Background: an optimization exercise with open tools, aiming at small area and a short achievable clock period. Do not read the settings as production practice. At most, simulation tests tie the RTL to the original design; equivalence was not proved. Power is estimated from default activity; no workload was simulated.

Setup of lagoon:
Design neural_predictor, start of the top module:
module neural_predictor(input clk, input rst, input current_pc_valid, input [15:0] current_pc,
	input result_valid, input [15:0] result_pc, input result,
	output current_should_jump);
export LEC_CHECK = 0
export CAP_MARGIN = 20
export CORE_MARGIN = 2
export CORE_UTILIZATION = 55
export CTS_BUF_LIST = sky130_fd_sc_hd__clkbuf_16
export CTS_CLUSTER_DIAMETER = 80
export CTS_CLUSTER_SIZE = 28
export PLACE_DENSITY = 0.7
export SETUP_SLACK_MARGIN = 4
export SLEW_MARGIN = 20
create_clock -name core_clock -period 17.0 [get_ports {clk}]
run.sh (not shown) runs the stock make flow with config.mk's settings and CLKGATE_MAP_FILE= SYNTH_SCRIPT=/design/flow/synth_recipe.tcl, a recipe that flattens the netlist after the stock synthesis.
lagoon ended with every stage complete and zero timing, DRC or antenna violations.
### lagoon -> zinc
--- a/flow/config.mk
+++ b/flow/config.mk
@@ -10 +10 @@
-export CORE_UTILIZATION = 55
+export CORE_UTILIZATION = 35
@@ -14,2 +14,2 @@
-export PLACE_DENSITY = 0.7
-export SETUP_SLACK_MARGIN = 4
+export PLACE_DENSITY = 0.55
+export SETUP_SLACK_MARGIN = 5
--- outcome ---
zinc finished end to end and its layout was clean on timing, DRC and antenna.
For clock latency of the later-clocked register in the worst-skew pair, zinc and lagoon come out practically identical.
Taking zinc over lagoon, the number of ordinary and repair buffers in the finished layout ratio works out to 1.5.
zinc ended with more placeable core area than lagoon.
lagoon ended up with fewer cell instances than zinc did.
zinc ends up with higher growth of design area from synthesis to finish than lagoon does.
Delta (zinc minus lagoon): proportion of power drawn by flip-flops and latches shrank by 3.4 points, worst setup slack after layout saw an increase.
Post-CTS setup-driven buffer insertion count in zinc is 10 above lagoon.
Relative to lagoon, ratio of final minimum period to clock period decreased by 5.6 points in zinc.
Input changes introduced in xenon (baseline for comparison: zinc):
--- a/flow/config.mk
+++ b/flow/config.mk
@@ -10 +10 @@
-export CORE_UTILIZATION = 35
+export CORE_UTILIZATION = 55
@@ -14 +14 @@
-export PLACE_DENSITY = 0.55
+export PLACE_DENSITY = 0.7
==> comparison <==
Global-route wire length before repair came out lower on xenon than on zinc.
Taking zinc as the reference, in xenon die area -about 36%, sequential share of layout area +1.2 points, area after synthesis ~0 delta, clock power -about 8%, number of combinational gates with multiple inputs ~0 delta.
For routability congestion estimate, dividing the value from zinc by the value from xenon gives 0.927.
Looking at post-cts resize count, xenon sits 2 lower than zinc does.

* * *

neural_predictor, a different RTL version from the one above (not shown whole).
Size in the first run: roughly 2600 cells after synthesis, roughly 620 flip-flops, ~38 I/O pins, roughly 32000 sq um of cells after synthesis.
==> flow/design.v (excerpt) <==
module neural_predictor(input clk, input rst, input current_pc_valid, input [15:0] current_pc,
	input result_valid, input [15:0] result_pc, input result,
	output current_should_jump);
clock: 17.0 ns
lec_check: 0
cap_margin: 20
core_margin: 2
core_utilization: 35
place_density: 0.55
slew_margin: 20
standard.sh (not shown) runs the stock make flow with config.mk's settings and CLKGATE_MAP_FILE= SYNTH_SCRIPT=/design/flow/synth_recipe.tcl, a recipe that flattens the netlist after the stock synthesis.
==> flow/flow/run.sh <==
#!/bin/bash
# The standard layout, with timing repair aiming for 9 ns of setup slack.
set -euo pipefail
bash standard.sh SETUP_SLACK_MARGIN=9 finish > make_finish.log 2>&1
==> next run, changes <==
==> flow/run.sh (new file) <==
#!/bin/bash
# synth_recipe.tcl (not shown) runs the flow's synth.tcl, then flattens the netlist and writes it again
# the make line also repeats each setting of config.mk as NAME=value (left out here)
make -C /OpenROAD-flow-scripts/flow DESIGN_CONFIG=/design/flow/config.mk WORK_HOME=/design/flow/orfs CLKGATE_MAP_FILE= SYNTH_SCRIPT=/design/flow/synth_recipe.tcl finish
removed: flow/flow/run.sh
removed: flow/standard.sh
Result: The new run finished with timing, DRC and antenna clean; global-route usage shrinks by 3.1 points; total power shrinks by 4.1%; worst setup slack loses 2.1 ns; non-clock buffer count shrinks by 136; routed wire length falls by 12%; critical path depth goes down by 3; maximum frequency falls by 15%; synthesized area does not change.
==> next run, changes <==
==> flow/flow/run.sh (new file) <==
#!/bin/bash
# The standard layout, with timing repair aiming for 7 ns of setup slack.
set -euo pipefail
bash standard.sh SETUP_SLACK_MARGIN=7 finish > make_finish.log 2>&1
==> flow/standard.sh (new file) <==
#!/bin/bash
# synth_recipe.tcl (not shown) runs the flow's synth.tcl, then flattens the netlist and writes it again
# the make line also repeats each setting of config.mk as NAME=value (left out here)
make -C /OpenROAD-flow-scripts/flow DESIGN_CONFIG=/design/flow/config.mk WORK_HOME=/design/flow/orfs CLKGATE_MAP_FILE= SYNTH_SCRIPT=/design/flow/synth_recipe.tcl "${@:-finish}"
removed: flow/run.sh
After rerunning: First-iteration DRC count came out higher by 4.3%. Final area came out higher by 4.4%. Global-route usage came out higher by 1.5 points.
==> next run, changes <==
==> flow/run.sh (new file) <==
#!/bin/bash
# synth_recipe.tcl (not shown) runs the flow's synth.tcl, then flattens the netlist and writes it again
# the make line also repeats each setting of config.mk as NAME=value (left out here)
make -C /OpenROAD-flow-scripts/flow DESIGN_CONFIG=/design/flow/config.mk WORK_HOME=/design/flow/orfs CLKGATE_MAP_FILE= SYNTH_SCRIPT=/design/flow/synth_recipe.tcl finish
SETUP_SLACK_MARGIN = 5   (was unset)
removed: flow/flow/run.sh
removed: flow/standard.sh
Hold slack gets better by 0.011 ns. Final cell count falls by 0.59%. Die area is unchanged. Via count hardly moves. Clock-buffer cell count is unchanged. Design area went down by 1.4%. Routed wire length went up by 1.4%. Fmax goes down by 0.42%. Setup slack got worse by 0.051 ns. Global-route usage hardly moves.
==> next run, changes <==
ABC_CLOCK_PERIOD_IN_PS = 3000   (was unset)
What happened:
- The new run produced a clean layout
- synthesized area does not change
- final cell count stays the same
- total power does not change
- via count is unchanged
- register-to-register slack stays flat
Function was not checked in any run of this note: the RTL went through the layout flow alone.

* * *

== alpha ==
neural_predictor, a different RTL version from the one above (not shown whole).
For scale: about 2400 cells after synthesis, ~620 flip-flops, ~38 I/O pins.
make LEC_CHECK=0 CAP_MARGIN=20 CORE_MARGIN=2 CORE_UTILIZATION=35 PLACE_DENSITY=0.55 SETUP_SLACK_MARGIN=5 SLEW_MARGIN=20 finish   # period 17.0 ns
run.sh (not shown) runs the stock make flow with config.mk's settings and CLKGATE_MAP_FILE= SYNTH_SCRIPT=/design/flow/synth_recipe.tcl, a recipe that flattens the netlist after the stock synthesis.
Stock flow here: none of the scripts above is used.
What beta does differently from alpha at the input level:
diff --git a/flow/config.mk b/flow/config.mk
--- a/flow/config.mk
+++ b/flow/config.mk
@@ -8,6 +8,9 @@
 export CAP_MARGIN = 20
 export CORE_MARGIN = 2
-export CORE_UTILIZATION = 35
-export PLACE_DENSITY = 0.55
+export CORE_UTILIZATION = 55
+export CTS_BUF_LIST = sky130_fd_sc_hd__clkbuf_8
+export CTS_CLUSTER_DIAMETER = 50
+export CTS_CLUSTER_SIZE = 16
+export PLACE_DENSITY = 0.7
 export SETUP_SLACK_MARGIN = 5
 export SLEW_MARGIN = 20
## What came out
The remaining design rule violation count on alpha is in line with that on beta. The critical path depth number comes out higher for alpha vs beta. The higher total die area of beta and alpha is in alpha. Between alpha and beta, the share of async-settable or async-resettable flops after synthesis does not differ in any meaningful way. Summary of beta over alpha: share of the clock period used by the worst path lower, portion of total power attributed to sequential cells higher, post-layout instance area lower.
> inputs changed (beta -> gamma)
==> flow/config.mk <==
export PLATFORM = sky130hd
export DESIGN_NAME = neural_predictor
export DESIGN_NICKNAME = neural_predictor
export VERILOG_FILES = /design/flow/design.v
export SDC_FILE = /design/flow/constraint.sdc
export NUM_CORES = 4
export LEC_CHECK = 0
export CAP_MARGIN = 20
export CORE_MARGIN = 2
export CORE_UTILIZATION = 35
export CTS_BUF_LIST = sky130_fd_sc_hd__clkbuf_16
export CTS_CLUSTER_DIAMETER = 80
export CTS_CLUSTER_SIZE = 28
export PLACE_DENSITY = 0.55
export SETUP_SLACK_MARGIN = 5
export SLEW_MARGIN = 20
==> run summary <==
Setup slack ends up higher on beta. Summary: with beta as the reference, average detailed-routed wire length per instance in gamma moved down slightly. Changes observed in gamma relative to beta: sequential share of cell area now sits lower, count of clock-buffer cells in the layout now smaller, area of the core +57%. On number of levels the H-tree was split into: gamma sits below beta. Wire: gamma routes more than beta. current_pc[1] as the first element of the critical path was reported by beta, and current_pc[2] by gamma. When gamma is measured against beta, its layout overhead on the synthesized area turns out 2.1 points higher. [compare] base=beta new=gamma: data arrival time at the worst-slack endpoint grew by 0.10 ns; power now larger; chip height moved up.
No run of this note included a check of the RTL's function; only the layout flow was run.

* * *

Another version of the RTL of neural_predictor (not shown whole).
Size: ~2600 cells after synthesis, about 620 flip-flops, ~38 I/O pins, ~33000 um2 of cells after synthesis.
==> flow/config.mk <==
export PLATFORM = sky130hd
export DESIGN_NAME = neural_predictor
export DESIGN_NICKNAME = neural_predictor
export VERILOG_FILES = /design/flow/design.v
export SDC_FILE = /design/flow/constraint.sdc
export NUM_CORES = 4
export LEC_CHECK = 0
export CAP_MARGIN = 20
export CORE_MARGIN = 2
export CORE_UTILIZATION = 55
export CTS_BUF_LIST = sky130_fd_sc_hd__clkbuf_16
export CTS_CLUSTER_DIAMETER = 80
export CTS_CLUSTER_SIZE = 28
export PLACE_DENSITY = 0.7
export SETUP_SLACK_MARGIN = 5
export SLEW_MARGIN = 20
==> flow/constraint.sdc <==
create_clock -name core_clock -period 17.0 [get_ports {clk}]
set_input_delay 3.4000 -clock core_clock [delete_from_list [all_inputs] [get_ports {clk}]]
set_output_delay 3.4000 -clock core_clock [all_outputs]
set_load 0.01 [all_outputs]
standard.sh (not shown) runs the stock make flow with config.mk's settings and CLKGATE_MAP_FILE= SYNTH_SCRIPT=/design/flow/synth_recipe.tcl, a recipe that flattens the netlist after the stock synthesis.
==> flow/flow/run.sh <==
#!/bin/bash
# The standard layout, with the adders left to ABC instead of full-adder cells.
set -euo pipefail
bash standard.sh ADDER_MAP_FILE= finish > standard_finish.log 2>&1
The starting point finished clean.
Then changed:
==> flow/run.sh (new file) <==
#!/bin/bash
# synth_recipe.tcl (not shown) runs the flow's synth.tcl, then flattens the netlist and writes it again
# the make line also repeats each setting of config.mk as NAME=value (left out here)
make -C /OpenROAD-flow-scripts/flow DESIGN_CONFIG=/design/flow/config.mk WORK_HOME=/design/flow/orfs CLKGATE_MAP_FILE= SYNTH_SCRIPT=/design/flow/synth_recipe.tcl finish
removed: flow/flow/run.sh
removed: flow/standard.sh
Outcome: The changed run ran to the end with no violations; via count is lower by about 9%; hold slack gains 17 ps; power is lower by 3.1%; first-iteration DRC count is lower by 3.3%.

==> afterwards: timing with drivers on the ports <==
The results above use ideal ports. As a check the final layouts listed here were re-extracted and re-timed, cells and wires unchanged. Step 1: set_driving_cell puts a clkbuf_16 on clk and a buf_2 on each other input, an assumption about the parent block. Step 2 moves the port delays by t, midway between the first and last clock arrival at a register: inputs arrive t later, outputs are due t later. That takes back most of the time a late clock gives input paths. a / b / c = ideal / step 1 / step 2; a / b = the first two.
run | shift t [ns] | setup WS [ns] | hold slack, ns | worst setup path at the end | clock arrival spread, ns
lagoon | 0.649 | 4.184 / 4.154 / 4.154 | 0.514 / 0.514 / 0.514 | input to output | 0.025 / 0.025
zinc | 0.651 | 5.136 / 5.103 / 5.103 | 0.503 / 0.503 / 0.503 | input to output | 0.049 / 0.049
xenon | 0.655 | 5.086 / 5.036 / 5.036 | 0.513 / 0.513 / 0.513 | input to output | 0.025 / 0.025
the first run of note 2 | 0.700 | 4.914 / 4.812 / 4.812 | 0.517 / 0.517 / 0.517 | input to output | 0.036 / 0.036
the second run of note 2 | 0.687 | 2.795 / 2.769 / 2.769 | 0.533 / 0.533 / 0.533 | input to output | 0.062 / 0.062
the third run of note 2 | 0.709 | 4.994 / 4.903 / 4.903 | 0.521 / 0.521 / 0.521 | input to output | 0.056 / 0.057
the fourth run of note 2 | 0.685 | 4.943 / 4.815 / 4.815 | 0.532 / 0.532 / 0.532 | input to output | 0.031 / 0.031
the fifth run of note 2 | 0.685 | 4.943 / 4.815 / 4.815 | 0.532 / 0.532 / 0.532 | input to output | 0.031 / 0.031
alpha | 0.683 | 5.012 / 4.962 / 4.962 | 0.498 / 0.498 / 0.498 | input to output | 0.026 / 0.026
beta | 0.750 | 5.087 / 5.042 / 5.042 | 0.486 / 0.486 / 0.486 | input to output | 0.053 / 0.054
gamma | 0.706 | 4.987 / 4.936 / 4.936 | 0.500 / 0.500 / 0.500 | input to output | 0.021 / 0.021
the first run of note 4 | 0.726 | 4.981 / 4.778 / 4.778 | 0.494 / 0.494 / 0.494 | input to output | 0.066 / 0.066
the second run of note 4 | 0.685 | 5.169 / 5.139 / 5.139 | 0.511 / 0.511 / 0.511 | input to output | 0.036 / 0.035
After both steps setup and hold are still met in every run listed. The setup slack of the first run of note 4, which loses most, moves by -0.203 ns with the drivers and by -0.203 ns with both steps.
